Source: an optimization exercise on an open RTL-to-GDS flow (aim: small area and a short achievable clock period). Production flows keep margins and buffers that such runs may drop.
No functional check of the RTL was part of any run shown here.
Power and IR drop assume default switching activity.

==> flow/design.v (outline; a module is shown in full before it is edited, if it fits) <==
// module mod3_1: 2322 lines
module mod3_1(
  input clk,
  input reset_n,
  input signed [22:0] a,
  input signed [22:0] b,
  input signed [16:0] c,
  output signed [39:0] y
);
  // ...
==> flow/flow/run.sh <==
#!/bin/bash
# Layout flow: the standard layout (standard.sh) with two changes:
#  1. synthesis runs Yosys's synth with -noabc, so the generic "abc -fast" pass does not
#     restructure the design's adder cells before extract_fa; everything else in the
#     synthesis script (synth_recipe.tcl and ORFS synth.tcl) is unchanged.
#  2. the port buffers that place inserts are sky130_fd_sc_hd__buf_1 (buffer_ports
#     -buffer_cell) instead of the cell buffer_ports picks by default.
set -euo pipefail
work=$PWD
sed 's/synth -nofsm -noshare {\*}\$args/synth -nofsm -noshare -noabc {*}$args/' \
  synth_recipe.tcl > flow_synth.tcl
grep -q -- '-noabc' flow_synth.tcl
bash standard.sh "SYNTH_SCRIPT=$work/flow_synth.tcl" \
  "BUFFER_PORTS_ARGS=-buffer_cell ${PORT_BUF:-sky130_fd_sc_hd__buf_1}" finish \
  > flow_make.log 2>&1
==> flow/standard.sh <==
#!/bin/bash
# synth_recipe.tcl (not shown) runs the flow's synth.tcl, then flattens the netlist and writes it again
# the make line also repeats each setting of config.mk as NAME=value (left out here)
make -C /OpenROAD-flow-scripts/flow DESIGN_CONFIG=/design/flow/config.mk WORK_HOME=/design/flow/orfs CLKGATE_MAP_FILE= SYNTH_SCRIPT=/design/flow/synth_recipe.tcl "${@:-finish}"
==> flow/config.mk <==
export PLATFORM = sky130hd
export DESIGN_NAME = mod3_1
export DESIGN_NICKNAME = mod3_1
export VERILOG_FILES = /design/flow/design.v
export SDC_FILE = /design/flow/constraint.sdc
export NUM_CORES = 4
export LEC_CHECK = 0
export ABC_AREA = 1
export CAP_MARGIN = 20
export CORE_MARGIN = 2
export CORE_UTILIZATION = 65
export CTS_BUF_LIST = sky130_fd_sc_hd__clkbuf_8
export SETUP_SLACK_MARGIN = 3.4
export SLEW_MARGIN = 70
==> flow/constraint.sdc <==
create_clock -name core_clock -period 7.0 [get_ports {clk}]
set_input_delay 1.4000 -clock core_clock [delete_from_list [all_inputs] [get_ports {clk}]]
set_output_delay 1.4000 -clock core_clock [all_outputs]
set_load 0.01 [all_outputs]
==> impl_metrics.tcl, run 1 <==
set metrics [dict create \
    slowest_stage "dfxtp_1" \
    vias_per_cell 5.79 \
    combPwrFrac_pct 66.9 \
    r2r-end "h0[14]$_DFF_P_" \
    bufAreaShareNonClock_pct 3.53 \
    cp-end-kind "output port" \
    ir_worst_vdd_mv 0.380 \
    top_layer "met4" \
    status "complete, no violations" \
    hold_ws_ps 355 \
    finClkSkew_ps 26.6 \
    final-setup-viol-count 0 \
    fp.dieW_um 154 \
    final_area_sq_um 15700 \
    nonClockInverterCount 187 \
    stdcell_count 2006 \
    internal_power_mw 4.14 \
    cts_tree "done" \
    final_util_pct 70.0 \
    largest_reg_flops 28 \
    setup_tns_ps 0 \
    synth_top_family_by_area "adder cells" \
    core_area_sq_um 22400 \
    swShare_pct 48.1 \
    pg_clk_uw 752 \
    dominant_cells "multi-input combinational cells" \
    p_total_mw 7.97 \
    layout_commonest_cell "nand2_1" \
    fp.dieArea_sq_um 23800 \
    worst-path-buf-inv 1 \
]
==> inputs of run 2 (changes only) <==
--- a/flow/config.mk
+++ b/flow/config.mk
@@ -10,5 +10,5 @@
 export CORE_MARGIN = 2
 export CORE_UTILIZATION = 65
 export CTS_BUF_LIST = sky130_fd_sc_hd__clkbuf_8
-export SETUP_SLACK_MARGIN = 3.4
+export SETUP_SLACK_MARGIN = 3.6
 export SLEW_MARGIN = 70
==> impl_metrics.tcl, run 2 <==
set metrics [dict create \
    pwr_density_cell_nw_per_um2 506 \
    antenna_found_initial 0 \
    dp_cells 1969 \
    synth.distinct_cells 40 \
    finClkSkew_ps 28.1 \
    finalHoldViolations 0 \
    path_cells "o22ai_1 > xor2_1 > fa_1 > fa_1 > fa_1 > fa_1 > ha_1" \
    setup_tns_ps 0 \
    rsz0062_at_grt "yes" \
    async_flop_share_pct 0 \
    min_period_ps 3380 \
    grt_max_degree 26 \
    ios 105 \
    avgSynthCellArea_sq_um 8.69 \
    worst_skew_pair.late_latency_ps 490 \
    crit_type "reg -> reg" \
    synth.most_common_cell "nand2_1" \
    tightest_slew_ps 443 \
    drt-total-wl_mm 36.6 \
    synth-edff-count 0 \
    layout_commonest_cell "xor2_1" \
    worstSetupStartpointType "flop" \
    top_layer "met4" \
    period_share_pct 48.3 \
    portBuffers 104 \
    largest_reg_flops 28 \
    fillers 1770 \
    cts_tree "done" \
    synth_top_cells_by_count "229 x nand2_1, 220 x xor2_1, 184 x inv_1, 184 x o22ai_1, 176 x fa_1" \
    synthTopCellsByArea "fa_1 24%, dfxtp_1 23%, xor2_1 13%, o22ai_1 7.8%, ha_1 6.5%" \
    grt_remaining_overflow 0 \
    syn-num-nets 2008 \
    drv_slew 0 \
    antennaDiodeCount 0 \
    clockBufferDepth 2 \
    dr_total_vias 11700 \
    synth_top_family_by_area "adder cells" \
    min_path_type "reg -> reg" \
    hpwl_mm 26.8 \
    synth-seq-cells 167 \
    grt_pass1_vias 11500 \
    final-setup-viol-count 0 \
    synth_top_area_cell "fa_1" \
    crit_top_cell "fa_1" \
    cp-end-kind "flop" \
    stdcell_count 2021 \
    first_pass_iters 7 \
    dr_wl_met2_mm 16.5 \
    clkSlewWorstSetupHoldPaths_ps 100 \
    synth_xor_area_share_pct 13.6 \
    synth_mux_area_share_pct 0.307 \
    wl_per_cell_um 18.1 \
    slowest_stage "dfxtp_2" \
    yosys.area_share.simple_pct 12.5 \
    yosysTopAreaCellShare_pct 24.0 \
    ctsRootBufferMaster "clkbuf_8" \
    slew_headroom_pct 70.5 \
    wl_met3_mm 3.54 \
    core_area_sq_um 22400 \
    status "complete, no violations" \
    p_leak_nw 7.34 \
    clkSinkCount 167 \
    drtAntennaViolNets 0 \
    layout_common_cells "220 x xor2_1, 203 x nand2_1, 184 x o22ai_1, 181 x inv_1, 175 x fa_1" \
    drt_iter0_markers 1033 \
    synth_adder_area_share_pct 30.4 \
    synthFlopType "dfxtp_1" \
    nNetsFinal 2040 \
    htree_levels 4 \
    drive_above_1_share_pct 14.3 \
    syn_area_sq_um 14700 \
    synth-compound-area-share_pct 12.2 \
    ys_seq_area_share_pct 22.8 \
    drc 0 \
    critical_path.max_stage_delay_ps 610 \
    vias_per_cell 5.79 \
    numCtsBuffers 17 \
    cap_violations 0 \
    track_usage_pct 31.4 \
    arrival_ps 3760 \
    fp.dieW_um 154 \
    area_growth_syn_to_layout_pct 9.75 \
    initial_core_util_pct 65.5 \
    fmax_mhz 296 \
    crit_fanout 16 \
    drt-met1-wl_mm 15.7 \
    yosysWarningCount 1 \
    regMostFlops "h0" \
    biggestRegsByFlops "h0 x28, h1 x27" \
    rows 55 \
    gp_congestion 0.927 \
    cp.required_ps 7370 \
    die_y_um 154 \
    ir_worst_vdd_mv 0.347 \
    cts_hold_buffers 0 \
    synthCells 1691 \
    fp.dieArea_sq_um 23800 \
    grt_pass1_wl_mm 58.8 \
]
-- run 2: changes by cell type in the layout (fill, tap and decap cells not counted), sizes merged --
cell / before / now
buf: 116 / 128
bufinv: 1 / 2
clkbuf: 19 / 22
clkinv: 5 / 6
clkinvlp: 2 / 1
inv: 194 / 193
-- run 2: metrics by stage --
stage | util, % | hold slack, ps | cell area, sq um | power, mW | worst slack (ps)
2_1_floorplan | - | 331 | 14700 | 5.66 | 3620
3_3_place_gp | 67.0 | 335 | 15000 | 6.83 | 3280
3_5_place_dp | 67.4 | 338 | 15100 | 7.12 | 3330
4_1_cts | 69.7 | 352 | 15600 | 7.99 | 3550
5_1_grt | 71.9 | 359 | 16100 | 9.18 | 3510
6_report | 71.9 | 351 | 16100 | 8.16 | 3620
-- run 2: cell type report --
class / instances / area [sq um] / share of cell area, %
repair buffers: 133 / 669 / 4.15
multi-input cells: 1217 / 10400 / 64.4
clock buffers: 17 / 234 / 1.45
well taps: 285 / 357 / 2.21
clock inverters: 15 / 208 / 1.29
inverters: 187 / 702 / 4.35
flip-flops and latches: 167 / 3570 / 22.1
-- run 2: final timing paths --
path,start,end,slack [ps],cells after the start
hold / removal,d1n[11]$_DFF_P_,d2n[11]$_DFF_P_,350,0
setup / recovery,d2n[10]$_DFF_P_,h0[1]$_DFF_P_,3620,7
hold reg to reg,d1n[11]$_DFF_P_,d2n[11]$_DFF_P_,350,0
setup reg to reg,d2n[10]$_DFF_P_,h0[1]$_DFF_P_,3620,7
-- run 2: report_power, final --
part	internal, mW	switching [mW]	total (mW)
Sequential	1.46	0.471	1.94
Combinational	2.46	3.00	5.46
Clock	0.340	0.423	0.763
-- run 2: repair_timing --
action,CTS,global route
pin swaps,0,27
gates resized for setup,36,123
buffers inserted,2,17
endpoints found under the setup margin,40,48
-- run 2: cells by family after synthesis --
logic type               Yosys count
AO/OA/AOI/OAI                    303
XOR/XNOR                         229
adder cells (fa/ha/maj)          252
buffers and inverters            307
flip-flops                       167
multiplexers                       4
AND/OR/NAND/NOR                  429
-- run 2: routing by layer --
metal / vias up / track usage (%)
li1: 5518 / -
met1: 5478 / 43.1
met2: 632 / 49.8
met3: 83 / 7.03
met4: 0 / 10.4
met5: - / 0
-- run 2: worst max-delay path, delay by kind of cell (launching register included) --
| family | cells | cell delay [ps] |
|---|---|---|
| xor gates and xnor gates | 1 | 310 |
| adders and majority gates | 5 | 2180 |
| DFF | 1 | 610 |
| AOI/OAI and AO/OA | 1 | 190 |

[afterwards: timing with drivers on the ports]
How much do the figures lean on ideal ports? The routed layouts below were timed once more, with nothing changed but the port constraints.
Step 1 assumes that a clkbuf_16 drives the clock port and a buf_2 every other input.
Step 2 moves the port delays by t, midway between the first and last clock arrival at a register: inputs arrive t later, outputs are due t later. That takes back most of the time a late clock gives input paths.
a / b / c = ideal ports / drivers / drivers and shift; a / b = the first two.
run | shift t [ns] | setup WS [ns] | worst register clock-pin slew, ns | pins driven straight from the clock port
run 1 | 0.506 | 3.515 / 3.474 / 3.315 | 0.12 / 0.12 | 1
run 2 | 0.520 | 3.617 / 3.617 / 3.362 | 0.12 / 0.12 | 1
After both steps every run listed still meets setup and hold. The setup slack of run 2, which loses most, moves by 0.000 ns with the drivers and by -0.255 ns with both steps.
